Source: an optimization exercise on an open RTL-to-GDS flow (aim: small area and a short achievable clock period). Production flows keep margins and buffers that such runs may drop.

==> flow/design.v <==
`timescale 1ns / 1ps
module mod (
    input logic clk,
    input logic reset,
    input logic [15:0] samp,
    output logic pull,
    output logic pdata
);
    localparam logic [39:0] TH = 40'h00014CCCCC;
    logic [7:0]  cnt;
    logic [15:0] sv;
    logic [39:2] xb;
    logic [39:8] pb;
    logic [0:0] q;
    logic [2:1] cx, cx_n;
    logic [1:1] cp, cp_n;
    logic        q_out;     
    logic        pull_r;    
    wire [23:0] d0_0 = xb[25:2];
    wire o0 = 1'b0;
    wire [6:0] d1_0 = xb[32:26];
    wire [6:0] d1_1 = xb[32:26] + 7'd1;
    wire [6:0] d1_2 = xb[32:26] + 7'd2;
    wire a1_1 = &xb[32:26];
    wire a2_1 = &xb[32:27];
    wire g1 = a1_1 & cx[1];
    wire p1 = (a1_1 & !cx[1]) | (a2_1 & !xb[26] & cx[1]);
    wire o1 = g1 | (p1 & o0);
    wire [6:0] d2_0 = xb[39:33];
    wire [6:0] d2_1 = xb[39:33] + 7'd1;
    wire [6:0] d2_2 = xb[39:33] + 7'd2;
    wire s392_0 = d2_0[6];
    wire s392_1 = d2_1[6];
    wire s392_2 = d2_2[6];
    wire x39 = (o1 ? (cx[2] ? s392_2 : s392_1) : (cx[2] ? s392_1 : s392_0));
    wire z21_0 = ~|d1_0[6:0];
    wire z21_1 = ~|d1_1[6:0];
    wire z21_2 = ~|d1_2[6:0];
    wire z22_0 = ~|d2_0[5:0];
    wire z22_1 = ~|d2_1[5:0];
    wire z22_2 = ~|d2_2[5:0];
    wire z2 = (o0 ? (cx[1] ? z21_2 : z21_1) : (cx[1] ? z21_1 : z21_0)) & (o1 ? (cx[2] ? z22_2 : z22_1) : (cx[2] ? z22_1 : z22_0));
    wire z250_0 = ~|d0_0[23:23];
    wire z25 = z250_0;
    wire z1 = z2 & z25;
    wire thge0_0 = d0_0[22:0] >= 23'd5452595;
    wire th = thge0_0;
    wire ttge0_0 = d0_0[23:0] >= 24'd10905190;
    wire tt = ttge0_0;
    wire c0 = !x39 & (!z1 | th);
    wire c1 = (x39 | !z2 | tt) & (!x39 | (z1 & !th));
    wire s1 = xb[8] ^ pb[8] ^ q[0];
    wire c2 = (xb[8] & pb[8]) | (xb[8] & q[0]) | (pb[8] & q[0]);
    wire s3 = xb[9] ^ pb[9] ^ q[0];
    wire c4 = (xb[9] & pb[9]) | (xb[9] & q[0]) | (pb[9] & q[0]);
    wire s5 = xb[10] ^ pb[10];
    wire c6 = xb[10] & pb[10];
    wire s7 = xb[11] ^ pb[11];
    wire c8 = xb[11] & pb[11];
    wire s9 = xb[12] ^ pb[12] ^ q[0];
    wire c10 = (xb[12] & pb[12]) | (xb[12] & q[0]) | (pb[12] & q[0]);
    wire s11 = xb[13] ^ pb[13] ^ q[0];
    wire c12 = (xb[13] & pb[13]) | (xb[13] & q[0]) | (pb[13] & q[0]);
    wire s13 = xb[14] ^ pb[14];
    wire c14 = xb[14] & pb[14];
    wire s15 = xb[15] ^ pb[15];
    wire c16 = xb[15] & pb[15];
    wire s17 = xb[16] ^ pb[16] ^ q[0];
    wire c18 = (xb[16] & pb[16]) | (xb[16] & q[0]) | (pb[16] & q[0]);
    wire s19 = xb[17] ^ pb[17] ^ q[0];
    wire c20 = (xb[17] & pb[17]) | (xb[17] & q[0]) | (pb[17] & q[0]);
    wire s21 = xb[18] ^ pb[18];
    wire c22 = xb[18] & pb[18];
    wire s23 = xb[19] ^ pb[19];
    wire c24 = xb[19] & pb[19];
    wire s25 = xb[20] ^ pb[20] ^ q[0];
    wire c26 = (xb[20] & pb[20]) | (xb[20] & q[0]) | (pb[20] & q[0]);
    wire s27 = xb[21] ^ pb[21] ^ q[0];
    wire c28 = (xb[21] & pb[21]) | (xb[21] & q[0]) | (pb[21] & q[0]);
    wire s29 = xb[22] ^ pb[22];
    wire c30 = xb[22] & pb[22];
    wire s31 = xb[23] ^ pb[23] ^ q[0];
    wire c32 = (xb[23] & pb[23]) | (xb[23] & q[0]) | (pb[23] & q[0]);
    wire s33 = xb[24] ^ pb[24] ^ q[0];
    wire c34 = (xb[24] & pb[24]) | (xb[24] & q[0]) | (pb[24] & q[0]);
    wire s35 = xb[25] ^ pb[25] ^ cp[1];
    wire c36 = (xb[25] & pb[25]) | (xb[25] & cp[1]) | (pb[25] & cp[1]);
    wire s37 = xb[26] ^ pb[26] ^ q[0];
    wire c38 = (xb[26] & pb[26]) | (xb[26] & q[0]) | (pb[26] & q[0]);
    wire s39 = xb[27] ^ pb[27] ^ q[0];
    wire c40 = (xb[27] & pb[27]) | (xb[27] & q[0]) | (pb[27] & q[0]);
    wire s41 = xb[28] ^ pb[28] ^ q[0];
    wire c42 = (xb[28] & pb[28]) | (xb[28] & q[0]) | (pb[28] & q[0]);
    wire s43 = xb[29] ^ pb[29] ^ q[0];
    wire c44 = (xb[29] & pb[29]) | (xb[29] & q[0]) | (pb[29] & q[0]);
    wire s45 = xb[30] ^ pb[30] ^ q[0];
    wire c46 = (xb[30] & pb[30]) | (xb[30] & q[0]) | (pb[30] & q[0]);
    wire s47 = xb[31] ^ pb[31] ^ q[0];
    wire c48 = (xb[31] & pb[31]) | (xb[31] & q[0]) | (pb[31] & q[0]);
    wire s49 = xb[32] ^ pb[32] ^ q[0];
    wire c50 = (xb[32] & pb[32]) | (xb[32] & q[0]) | (pb[32] & q[0]);
    wire s51 = xb[33] ^ pb[33] ^ q[0];
    wire c52 = (xb[33] & pb[33]) | (xb[33] & q[0]) | (pb[33] & q[0]);
    wire s53 = xb[34] ^ pb[34] ^ q[0];
    wire c54 = (xb[34] & pb[34]) | (xb[34] & q[0]) | (pb[34] & q[0]);
    wire s55 = xb[35] ^ pb[35] ^ q[0];
    wire c56 = (xb[35] & pb[35]) | (xb[35] & q[0]) | (pb[35] & q[0]);
    wire s57 = xb[36] ^ pb[36] ^ q[0];
    wire c58 = (xb[36] & pb[36]) | (xb[36] & q[0]) | (pb[36] & q[0]);
    wire s59 = xb[37] ^ pb[37] ^ q[0];
    wire c60 = (xb[37] & pb[37]) | (xb[37] & q[0]) | (pb[37] & q[0]);
    wire s61 = xb[38] ^ pb[38] ^ q[0];
    wire c62 = (xb[38] & pb[38]) | (xb[38] & q[0]) | (pb[38] & q[0]);
    wire s63 = xb[39] ^ pb[39] ^ q[0];
    wire c64 = (xb[39] & pb[39]) | (xb[39] & q[0]) | (pb[39] & q[0]);
    wire [24:0] xs65 = {1'b0, s35, s33, s31, s29, s27, s25, s23, s21, s19, s17, s15, s13, s11, s9, s7, s5, s3, s1, xb[7], xb[6], xb[5], xb[4], xb[3], xb[2]} + {1'b0, c34, c32, c30, c28, c26, c24, c22, c20, c18, c16, c14, c12, c10, c8, c6, c4, c2, 1'b0, 1'b0, 1'b0, q[0], q[0], 1'b0, q[0]} + 25'(1'b0);
    assign cx_n[1] = xs65[24];
    wire [7:0] xs66 = {1'b0, s49, s47, s45, s43, s41, s39, s37} + {1'b0, c48, c46, c44, c42, c40, c38, c36} + 8'(cx[1]);
    assign cx_n[2] = xs66[7];
    wire [7:0] xs67 = {1'b0, s63, s61, s59, s57, s55, s53, s51} + {1'b0, c62, c60, c58, c56, c54, c52, c50} + 8'(cx[2]);
    wire [17:0] ps68 = {1'b0, pb[24], pb[23], pb[22], pb[21], pb[20], pb[19], pb[18], pb[17], pb[16], pb[15], pb[14], pb[13], pb[12], pb[11], pb[10], pb[9], pb[8]} + {1'b0, q[0], sv[15], sv[14], sv[13], sv[12], sv[11], sv[10], sv[9], sv[8], sv[7], sv[6], sv[5], sv[4], sv[3], sv[2], sv[1], sv[0]} + 18'(1'b0);
    assign cp_n[1] = ps68[17];
    wire [15:0] ps69 = {1'b0, pb[39], pb[38], pb[37], pb[36], pb[35], pb[34], pb[33], pb[32], pb[31], pb[30], pb[29], pb[28], pb[27], pb[26], pb[25]} + {1'b0, q[0], q[0], q[0], q[0], q[0], q[0], q[0], q[0], q[0], q[0], q[0], q[0], q[0], q[0], q[0]} + 16'(cp[1]);
    wire [39:2] xb_n = {xs67[6], xs67[5], xs67[4], xs67[3], xs67[2], xs67[1], xs67[0], xs66[6], xs66[5], xs66[4], xs66[3], xs66[2], xs66[1], xs66[0], xs65[23], xs65[22], xs65[21], xs65[20], xs65[19], xs65[18], xs65[17], xs65[16], xs65[15], xs65[14], xs65[13], xs65[12], xs65[11], xs65[10], xs65[9], xs65[8], xs65[7], xs65[6], xs65[5], xs65[4], xs65[3], xs65[2], xs65[1], xs65[0]};
    wire [39:8] pb_n = {ps69[14], ps69[13], ps69[12], ps69[11], ps69[10], ps69[9], ps69[8], ps69[7], ps69[6], ps69[5], ps69[4], ps69[3], ps69[2], ps69[1], ps69[0], ps68[16], ps68[15], ps68[14], ps68[13], ps68[12], ps68[11], ps68[10], ps68[9], ps68[8], ps68[7], ps68[6], ps68[5], ps68[4], ps68[3], ps68[2], ps68[1], ps68[0]};
    always_ff @(posedge clk or posedge reset) begin
        if (reset) begin
            cnt <= 8'hFF;
            pull_r <= 1'b1;
            sv  <= '0;
            xb  <= '0;
            pb  <= '0;
            q   <= '0;
            q_out <= 1'b0;
            cx  <= '0;
            cp  <= '0;
        end else begin
            cnt <= cnt + 8'd1;
            pull_r <= (cnt == 8'hFE);
            if (cnt == 8'hFF) sv <= samp;
            xb  <= xb_n;
            pb  <= pb_n;
            cx  <= cx_n;
            cp  <= cp_n;
            q[0] <= q[0] ? c1 : c0;
            q_out <= q_out ? c1 : c0;
        end
    end
    assign pull  = pull_r;
    assign pdata = q_out;
endmodule
clock: 5.2 ns
lec_check: 0
abc_area: 1
cap_margin: 20
core_margin: 2
core_utilization: 40
setup_slack_margin: 3.2
slew_margin: 20
standard.sh (not shown) runs the stock make flow with config.mk's settings and CLKGATE_MAP_FILE= SYNTH_SCRIPT=/design/flow/synth_recipe.tcl, a recipe that flattens the netlist after the stock synthesis.
==> flow/flow/run.sh <==
#!/bin/bash
# The standard layout (the standard.sh), but without Yosys's full-adder
# extraction (ADDER_MAP_FILE empty): ABC then maps the adders itself, into
# faster gates than the fixed sky130 fa/ha cells. Registers are unchanged.
set -euo pipefail
bash standard.sh ADDER_MAP_FILE=  finish > standard_flow.log 2>&1
Edit:
Settings changed: SETUP_SLACK_MARGIN 3.2 to 2.8.
Effect: The new run ran to the end with no violations; maximum frequency drops by 13%; first-iteration DRC count grows by 2.0%; synthesized cell count stays the same; non-clock buffer count is lower by 27; global-route usage goes down by 0.65 points; worst setup slack got worse by 300 ps; count of clock-buffer cells in the layout does not change; sequential cell count does not change; cell area fell by 6.4%; wire length went down by 3.9%.
Edit:
Settings changed: SETUP_SLACK_MARGIN 2.8 to 3.0.
Outcome: The changed run completed without violations. Via count is higher by 1.1%. Maximum frequency goes up by 8.7%. Clock skew is about the same. Setup slack improved by 190 ps. Non-clock buffer count grows by 2. Routed wire length is higher by 1.2%. Cell count is about the same.
Function was not checked in any run of this note: the RTL went through the layout flow alone.

[afterwards: timing with drivers on the ports]
The flow's constraints put no driver on any port. The routed layouts listed below were extracted and timed again, unchanged, in two steps. Step 1 (the two cells are an assumption about what drives the block):
set clk [get_ports {clk}]
set_driving_cell -lib_cell sky130_fd_sc_hd__clkbuf_16 $clk
set_driving_cell -lib_cell sky130_fd_sc_hd__buf_2 [delete_from_list [all_inputs] $clk]
Step 2, shift: input delay + t, output delay - t, t = (earliest + latest rising clock arrival at the registers) / 2. This alone moves slack from input paths to output paths. Slacks: ideal / step 1 / step 2; pairs: ideal / step 1.
run | t, ns | setup WS [ns] | clock arrival spread, ns
the first run | 0.410 | 3.165 / 3.124 / 3.028 | 0.013 / 0.013
the second run | 0.407 | 2.868 / 2.824 / 2.734 | 0.011 / 0.011
the third run | 0.409 | 3.055 / 3.010 / 2.876 | 0.012 / 0.011
After both steps setup and hold are still met in every run listed. The setup slack of the third run, which loses most, moves by -0.045 ns with the drivers and by -0.179 ns with both steps. Setup slack includes reset recovery checks.
